Source: an optimization exercise on an open RTL-to-GDS flow (aim: small area, a short achievable clock period and few clock cycles). Production flows keep margins and buffers that such runs may drop. Where RTL was checked, it was by simulation tests only, not by an equivalence proof against the original.

// Dual_mode_neuron
module Dual_mode_neuron (
    input wire clk,
    input wire rstn,
    input wire mode,     
    input wire signed [26 : 0] i_in,    
    output wire signed [26 : 0] v,
    output reg signed [26:0] h_0,
    output reg done
);
Settings: LEC_CHECK=0, ABC_AREA=1, CAP_MARGIN=30, CORE_MARGIN=2, CORE_UTILIZATION=40, PLACE_DENSITY=0.55, SETUP_SLACK_MARGIN=3.75, SLEW_MARGIN=30; clock period 11.0 ns.
run.sh (not shown) runs the stock make flow with config.mk's settings and CLKGATE_MAP_FILE= SYNTH_SCRIPT=/design/flow/synth_recipe.tcl, a recipe that flattens the netlist after the stock synthesis.
Testbench counts at the start, summed over its fixed seeds: cycles 489,012.
Rerun with:
PLACE_DENSITY = 0.75   (was 0.55)
SETUP_SLACK_MARGIN = 4   (was 3.75)
TNS_END_PERCENT = 30   (was not set)
Effect: The new run finished clean; utilization is higher by 0.38 points; via count is higher by a few percent; area after synthesis does not change; setup slack improves by 140 ps; critical path depth is lower by 1; hold slack improves by 14 ps; design area is higher slightly.
Rerun with:
PLACE_DENSITY = 0.65   (was 0.75)
TNS_END_PERCENT = not set   (was 30)
=> Routed wire length rose by 2.7%. Worst hold slack degrades by 28 ps. Sequential cell count stays the same.
Rerun with:
CORE_UTILIZATION = 47   (was 40)
PLACE_DENSITY = 0.75   (was 0.65)
Non-clock buffer count goes down by 29. Setup slack got worse by 110 ps. Global-route usage goes up by 3.5 points. Die area goes down by about 15%. Final area goes down by about 1%. Cell count goes down by 3.1%.

---

Dual_mode_neuron again, from the RTL that the note above started with.
Settings: LEC_CHECK=0, ABC_AREA=1, CAP_MARGIN=30, CORE_MARGIN=2, CORE_UTILIZATION=40, PLACE_DENSITY=0.45, SETUP_SLACK_MARGIN=4, SLEW_MARGIN=30; clock period 11.0 ns.
Testbench counts at the start, summed over its fixed seeds: cycles 489,012.
Edit:
--- a/flow/config.mk
+++ b/flow/config.mk
@@ -12,2 +12,2 @@
-export PLACE_DENSITY = 0.45
-export SETUP_SLACK_MARGIN = 4
+export PLACE_DENSITY = 0.65
+export SETUP_SLACK_MARGIN = 3.5
After rerunning:
- The new run finished with timing, DRC and antenna clean
- worst hold slack loses 0.011 ns
- final area came out lower by 2.2%
- wire length shrinks by 7.8%
- die area does not change
- global-route usage goes down by 3.3 points
- clock skew decreases by 0.080 ns
- setup slack degrades by 0.38 ns
- cell count falls by about 0.75%
Edit:
--- a/flow/config.mk
+++ b/flow/config.mk
@@ -12,2 +12,2 @@
-export PLACE_DENSITY = 0.65
-export SETUP_SLACK_MARGIN = 3.5
+export PLACE_DENSITY = 0.55
+export SETUP_SLACK_MARGIN = 4
Cell area is higher by 1.3%.
Setup slack gains 0.49 ns.
Die area does not change.
Wire length increases by 0.93%.
Area after synthesis is unchanged.
Edit:
--- a/flow/config.mk
+++ b/flow/config.mk
@@ -12,2 +12,2 @@
-export PLACE_DENSITY = 0.55
-export SETUP_SLACK_MARGIN = 4
+export PLACE_DENSITY = 0.75
+export SETUP_SLACK_MARGIN = 3.5
=>
- critical path depth rises by 4
- routed wire length drops by 4.1%
- cell area decreases by 1.2%
- final cell count drops by 0.49%
- die area does not change
- worst setup slack is worse by 0.57 ns
- area after synthesis does not change

---

## the baseline
Dual_mode_neuron, a different RTL version from the one above (not shown whole).
Size: about 12000 cells after synthesis, about 1200 flip-flops, ~85 I/O pins, roughly 100000 µm² of cells after synthesis.
// Dual_mode_neuron
module Dual_mode_neuron (
    input wire clk,
    input wire rstn,
    input wire mode,     
    input wire signed [26 : 0] i_in,    
    output wire signed [26 : 0] v,
    output reg signed [26:0] h_0,
    output reg done
);
clock: 11.0 ns
lec_check: 0
cap_margin: 30
core_margin: 2
core_utilization: 40
cts_buf_list: sky130_fd_sc_hd__clkbuf_8
place_density: 0.75
setup_slack_margin: 3.5
slew_margin: 30
Inputs modified between the baseline and the candidate:
# the baseline
export LEC_CHECK = 0
export CAP_MARGIN = 30
export CORE_MARGIN = 2
export CORE_UTILIZATION = 40
export CTS_BUF_LIST = sky130_fd_sc_hd__clkbuf_8
export PLACE_DENSITY = 0.75
export SETUP_SLACK_MARGIN = 3.5
export SLEW_MARGIN = 30
create_clock -name core_clock -period 11.0 [get_ports {clk}]
# the candidate
export LEC_CHECK = 0
export CAP_MARGIN = 20
export CORE_MARGIN = 2
export CORE_UTILIZATION = 40
export PLACE_DENSITY = 0.75
export SETUP_SLACK_MARGIN = 3.5
export SLEW_MARGIN = 20
create_clock -name core_clock -period 11.0 [get_ports {clk}]
Findings:
Taking the baseline as the reference, in the candidate growth of design area from synthesis to finish +0.17 points, post-CTS clock slew at the launch and capture registers of the worst setup and hold paths ~0 delta. The candidate vs the baseline — via count dropped slightly. The candidate reports a lower global-route wire length before repair than the baseline does. Between the baseline and the candidate, the flow reports routed wirelength normalized by instance count increasing slightly. The source of the critical timing path comes out pr0[18]$_DFF_P_ in one run and pr0[25]$_DFF_P_ in the other, namely in the baseline and the candidate respectively. Compared the candidate vs the baseline, and amount of wire on met3 after detailed routing is down in the candidate.
No functional check of the RTL was part of any run of this note.

==> re-timing with driven ports <==
No port has a modelled driver above. Below, the same layouts with a new extraction and two added sets of constraints. Step 1 (the two cells are an assumption about what drives the block):
set clk [get_ports {clk}]
set_driving_cell -lib_cell sky130_fd_sc_hd__clkbuf_16 $clk
set_driving_cell -lib_cell sky130_fd_sc_hd__buf_2 [delete_from_list [all_inputs] $clk]
Step 2 also shifts input and output timing later by t, the mid clock arrival at the registers, as if the neighbouring blocks saw the same clock. Three values: ideal ports, drivers, drivers and shift; two values: the first two.
run	t, ns	slack for setup (ns)	clock arrival spread, ns	worst register clock-pin slew, ns
the first run of note 1	0.971	3.711 / 3.742 / 2.829	0.078 / 0.078	0.08 / 0.08
the second run of note 1	0.963	3.848 / 3.859 / 2.950	0.070 / 0.070	0.07 / 0.07
the third run of note 1	0.957	4.013 / 4.037 / 3.132	0.077 / 0.077	0.07 / 0.07
the fourth run of note 1	0.958	3.901 / 3.901 / 3.062	0.035 / 0.035	0.07 / 0.07
the first run of note 2	0.988	3.900 / 3.900 / 3.053	0.148 / 0.147	0.08 / 0.08
the second run of note 2	0.966	3.518 / 3.523 / 2.618	0.067 / 0.067	0.08 / 0.08
the third run of note 2	0.962	4.009 / 4.023 / 3.111	0.091 / 0.091	0.07 / 0.07
the fourth run of note 2	0.966	3.442 / 3.474 / 2.548	0.068 / 0.068	0.07 / 0.07
the baseline	1.197	2.890 / 2.890 / 2.355	0.176 / 0.176	0.08 / 0.08
the candidate	0.959	3.033 / 3.033 / 2.540	0.081 / 0.081	0.07 / 0.07
After both steps setup and hold are still met in every run listed. For the second run of note 2, which loses most, drivers alone change the setup slack by +0.005 ns; drivers and shift together by -0.900 ns.
